What follows belongs to an exercise in optimizing a design on an open flow for small area; a production flow would make more cautious choices. In this exercise RTL edits were held to simulation tests only and were not proved equivalent to the original. The clock input has no modelled driver; a real chip could not lean on it and would need a root buffer or a full tree. Power and IR drop assume default switching activity.

== wip/tundra ==
## bist_link
module bist_link (
    input  logic        clk,
    input  logic        reset,
    input  logic [69:0] sender_in,
    output logic        sender_busy,
    output logic [69:0] sender_out,
    input  logic [69:0] receiver_in,
    output logic        receiver_busy,
    output logic        receiver_failed
);
clock: 5.0 ns
lec_check: 0
cap_margin: 0
core_margin: 2
core_utilization: 60
gpl_timing_driven: 0
place_density: 0.75
slew_margin: 0
synth_hierarchical: 1
synth_minimum_keep_size: 0
standard.sh (not shown) runs the stock make flow with config.mk's settings and CLKGATE_MAP_FILE= SYNTH_SCRIPT=/design/flow/synth_recipe.tcl, a recipe that flattens the netlist after the stock synthesis.
==> flow/flow/run.sh <==
#!/bin/bash
# The standard layout (standard.sh: the standard flow's synthesis, floorplan, power grid,
# placement, CTS and routing) with two changes: the port buffers inserted at
# placement are the smallest buffer cell, and the clock tree is the single
# clock buffer that flow/cts_pre.tcl inserts before CTS.
set -euo pipefail
export BUFFER_PORTS_ARGS="-buffer_cell sky130_fd_sc_hd__buf_1"
export PRE_CTS_TCL="$PWD/flow/cts_pre.tcl"
bash standard.sh finish > standard_flow.log 2>&1
==> flow/flow/cts_pre.tcl <==
# Clock distribution: one clock buffer, placed at the centre of the
# flip-flops, drives every flip-flop clock pin; the clock port drives only
# that buffer. It takes the place of TritonCTS's tree, which for this
# handful of flip-flops builds a two-level tree of five buffers.
set block [ord::get_db_block]
set clk_port_net [$block findNet clk]
set master [[ord::get_db] findMaster sky130_fd_sc_hd__clkbuf_16]
set root [odb::dbInst_create $block $master clkbuf_root]
set leaf [odb::dbNet_create $block clknet_root]
$clk_port_net setSigType CLOCK
$leaf setSigType CLOCK
set sx 0
set sy 0
set n 0
foreach it [$clk_port_net getITerms] {
  set inst [$it getInst]
  if { [$inst getName] eq "clkbuf_root" } { continue }
  set loc [$inst getLocation]
  set sx [expr { $sx + [lindex $loc 0] }]
  set sy [expr { $sy + [lindex $loc 1] }]
  incr n
  $it disconnect
  $it connect $leaf
}
[$root findITerm A] connect $clk_port_net
[$root findITerm X] connect $leaf
$root setLocation [expr { $sx / $n }] [expr { $sy / $n }]
$root setPlacementStatus PLACED
puts "clock buffer clkbuf_root drives $n clock pins"
set_propagated_clock [all_clocks]
proc clock_tree_synthesis { args } {
  puts "clock_tree_synthesis skipped: the clock tree is clkbuf_root"
}
What wip/violet does differently from wip/tundra at the input level:
Settings: changing SLEW_MARGIN from 0 to 20; removing GPL_TIMING_DRIVEN (formerly 0); changing PLACE_DENSITY from 0.75 to 0.92; changing CAP_MARGIN from 0 to 20; changing CORE_UTILIZATION from 60 to 62.
Findings:
Via count: wip/violet vs wip/tundra up 81. The maximum ir drop on the vdd rail of wip/violet is lower than that of wip/tundra. Area after detailed placement was higher in wip/tundra than in wip/violet. wip/violet: flow completed, timing, DRC and antenna clean. Count of flip-flops with a built-in enable after synthesis came out exactly the same in wip/violet and wip/tundra.
diff inputs: wip/violet => wip/quartz
Settings: CORE_UTILIZATION now 70, was 62; PLACE_DENSITY now 0.85, was 0.92.
Results
- FAIL wip/quartz @ global placement: tool exited with error
- wip/quartz ended with less number of rows created at floorplan than wip/violet.
- Y dimension of the die ends up lower on wip/quartz.
- The simple-gate portion of the synthesized area of wip/violet and that of wip/quartz are within noise of each other.
- When wip/quartz is measured against wip/violet, its starting utilization of the core area turns out 7.4 points higher.
Edits applied to the flow inputs when going from wip/quartz to wip/harbor:
Settings: PLACE_DENSITY: 0.85 -> 0.75; CORE_UTILIZATION: 70 -> 60.
### Flow results
Of wip/quartz and wip/harbor, only wip/quartz never reached the final stage.
Seen in the log of wip/quartz: GPL-0301 during global placement, after which the run never completed.
wip/harbor vs wip/quartz: floorplan row count up
Changes observed in wip/harbor relative to wip/quartz: share of synthesized registers carrying an async set or reset comparable; height of the die now larger; effective utilization at floorplan now smaller.
In wip/tundra, wip/violet and wip/harbor the design's own scripts or RTL, not TritonCTS, make the clock network.

---

job 2205:
Another version of the RTL of bist_link (not shown whole).
For scale: roughly 250 cells after synthesis, about 34 flip-flops, ~220 I/O pins, ~2600 um2 of cells after synthesis.
clock: 5.0 ns
lec_check: 0
cap_margin: 20
core_margin: 2
core_utilization: 60
place_density: 0.75
slew_margin: 20
synth_hierarchical: 1
synth_minimum_keep_size: 0
==> flow/flow/run.sh <==
#!/bin/bash
# The standard layout (standard.sh: the standard flow's synthesis, floorplan, power grid,
# placement, CTS and routing), with the port buffers inserted at placement
# made from the smallest buffer cell.
set -euo pipefail
export BUFFER_PORTS_ARGS="-buffer_cell sky130_fd_sc_hd__buf_1"
bash standard.sh finish > standard_flow.log 2>&1
Input changes introduced in job 7123 (baseline for comparison: job 2205):
==> flow/run.sh (new file) <==
#!/bin/bash
# synth_recipe.tcl (not shown) runs the flow's synth.tcl, then flattens the netlist and writes it again
# the make line also repeats each setting of config.mk as NAME=value (left out here)
make -C /OpenROAD-flow-scripts/flow DESIGN_CONFIG=/design/flow/config.mk WORK_HOME=/design/flow/orfs CLKGATE_MAP_FILE= SYNTH_SCRIPT=/design/flow/synth_recipe.tcl finish
removed: flow/flow/run.sh
removed: flow/standard.sh
==> comparison <==
- For die width, job 2205 and job 7123 come out practically identical.
- Compared with job 2205, in job 7123 number of flops mapped to enable cells by yosys held; post-synthesis compound-gate area fraction held; vertical extent of the die held; simple-gate share of the synthesized area held.
- Job 7123: it failed during global placement, and the tool reported GPL-0301.
[inputs] job 1008 vs job 7123
Settings: CTS_CLUSTER_DIAMETER: unset -> 200; CTS_BUF_LIST: unset -> sky130_fd_sc_hd__clkbuf_4; CTS_CLUSTER_SIZE: unset -> 40.
==> flow/flow/run.sh (new file) <==
#!/bin/bash
# The standard layout (standard.sh: the standard flow's synthesis, floorplan, power grid,
# placement, CTS and routing), with the port buffers inserted at placement
# made from the smallest buffer cell.
set -euo pipefail
export BUFFER_PORTS_ARGS="-buffer_cell sky130_fd_sc_hd__buf_1"
bash standard.sh finish > standard_flow.log 2>&1
==> flow/standard.sh (new file) <==
#!/bin/bash
# synth_recipe.tcl (not shown) runs the flow's synth.tcl, then flattens the netlist and writes it again
# the make line also repeats each setting of config.mk as NAME=value (left out here)
make -C /OpenROAD-flow-scripts/flow DESIGN_CONFIG=/design/flow/config.mk WORK_HOME=/design/flow/orfs CLKGATE_MAP_FILE= SYNTH_SCRIPT=/design/flow/synth_recipe.tcl "${@:-finish}"
removed: flow/run.sh
Notes after the runs:
Job 1008 went all the way through the flow, and no timing, DRC or antenna check failed.
Between job 7123 and job 1008, the difference in number of enable-type register cells in the synthesized netlist is negligible.
Reported for job 7123 and job 1008, horizontal die dimension turned out identical to the last digit.
Between job 7123 and job 1008, the difference in initial cell density of the core is negligible.
[compare] base=job 7123 new=job 1008: vertical die dimension comparable, proportion of register bits with asynchronous set or reset after synthesis has remained practically unchanged.
There was hardly any difference in synthesized area per cell between job 1008 and job 7123.
Comparing job 7123 against job 1008, there is no change at all in row count.
From job 7123 to job 1008 the numbers moved as follows: area after synthesis flat, synthesized cell count flat, fraction of the yosys area taken by sequential cells flat, number of buffers inserted by port buffering flat.
Setup changes, job 1008 to job 5637
Settings: CTS_CLUSTER_DIAMETER: 200 -> 100; CTS_CLUSTER_SIZE: 40 -> 20; CTS_BUF_LIST: sky130_fd_sc_hd__clkbuf_4 -> sky130_fd_sc_hd__clkbuf_2 sky130_fd_sc_hd__clkbuf_4.
Findings:
- Job 5637: no failed stages, no open violations at the end
- [compare] base=job 1008 new=job 5637: total buffers and inverters traversed by the critical path essentially unchanged; overall power after layout essentially unchanged; routed length per instance essentially unchanged; total of clock buffers placed in the layout essentially unchanged.
- Compared job 5637 against job 1008; per-instance average area after synthesis within noise.

==> static timing again, ports no longer ideal <==
The results above use ideal ports. As a check the final layouts listed here were re-extracted and re-timed, cells and wires unchanged.
Step 1 sets driving cells, clkbuf_16 on the clock port and buf_2 on the other inputs (assumed; they add their load-dependent delay and slew).
Step 2, shift: input delay + t, output delay - t, t = (earliest + latest rising clock arrival at the registers) / 2. This alone moves slack from input paths to output paths.
Slacks: ideal ports / drivers / drivers and shift; pairs: ideal ports / drivers.
| run | t (ns) | setup slack, ns | slew at the worst register clock pin (ns) | worst data-port slew with drivers (ns) |
|---|---|---|---|---|
| wip/tundra | 0.205 | 1.401 / 1.386 / 1.401 | 0.12 / 0.12 | 0.05 |
| wip/violet | 0.206 | 1.555 / 1.521 / 1.567 | 0.12 / 0.12 | 0.07 |
| wip/harbor | 0.207 | 1.558 / 1.524 / 1.602 | 0.12 / 0.12 | 0.05 |
| job 2205 | 0.308 | 1.636 / 1.612 / 1.636 | 0.07 / 0.07 | 0.05 |
| job 1008 | 0.356 | 1.543 / 1.543 / 1.543 | 0.10 / 0.10 | 0.05 |
| job 5637 | 0.356 | 1.543 / 1.543 / 1.543 | 0.10 / 0.10 | 0.05 |
After both steps every run listed still meets setup and hold.
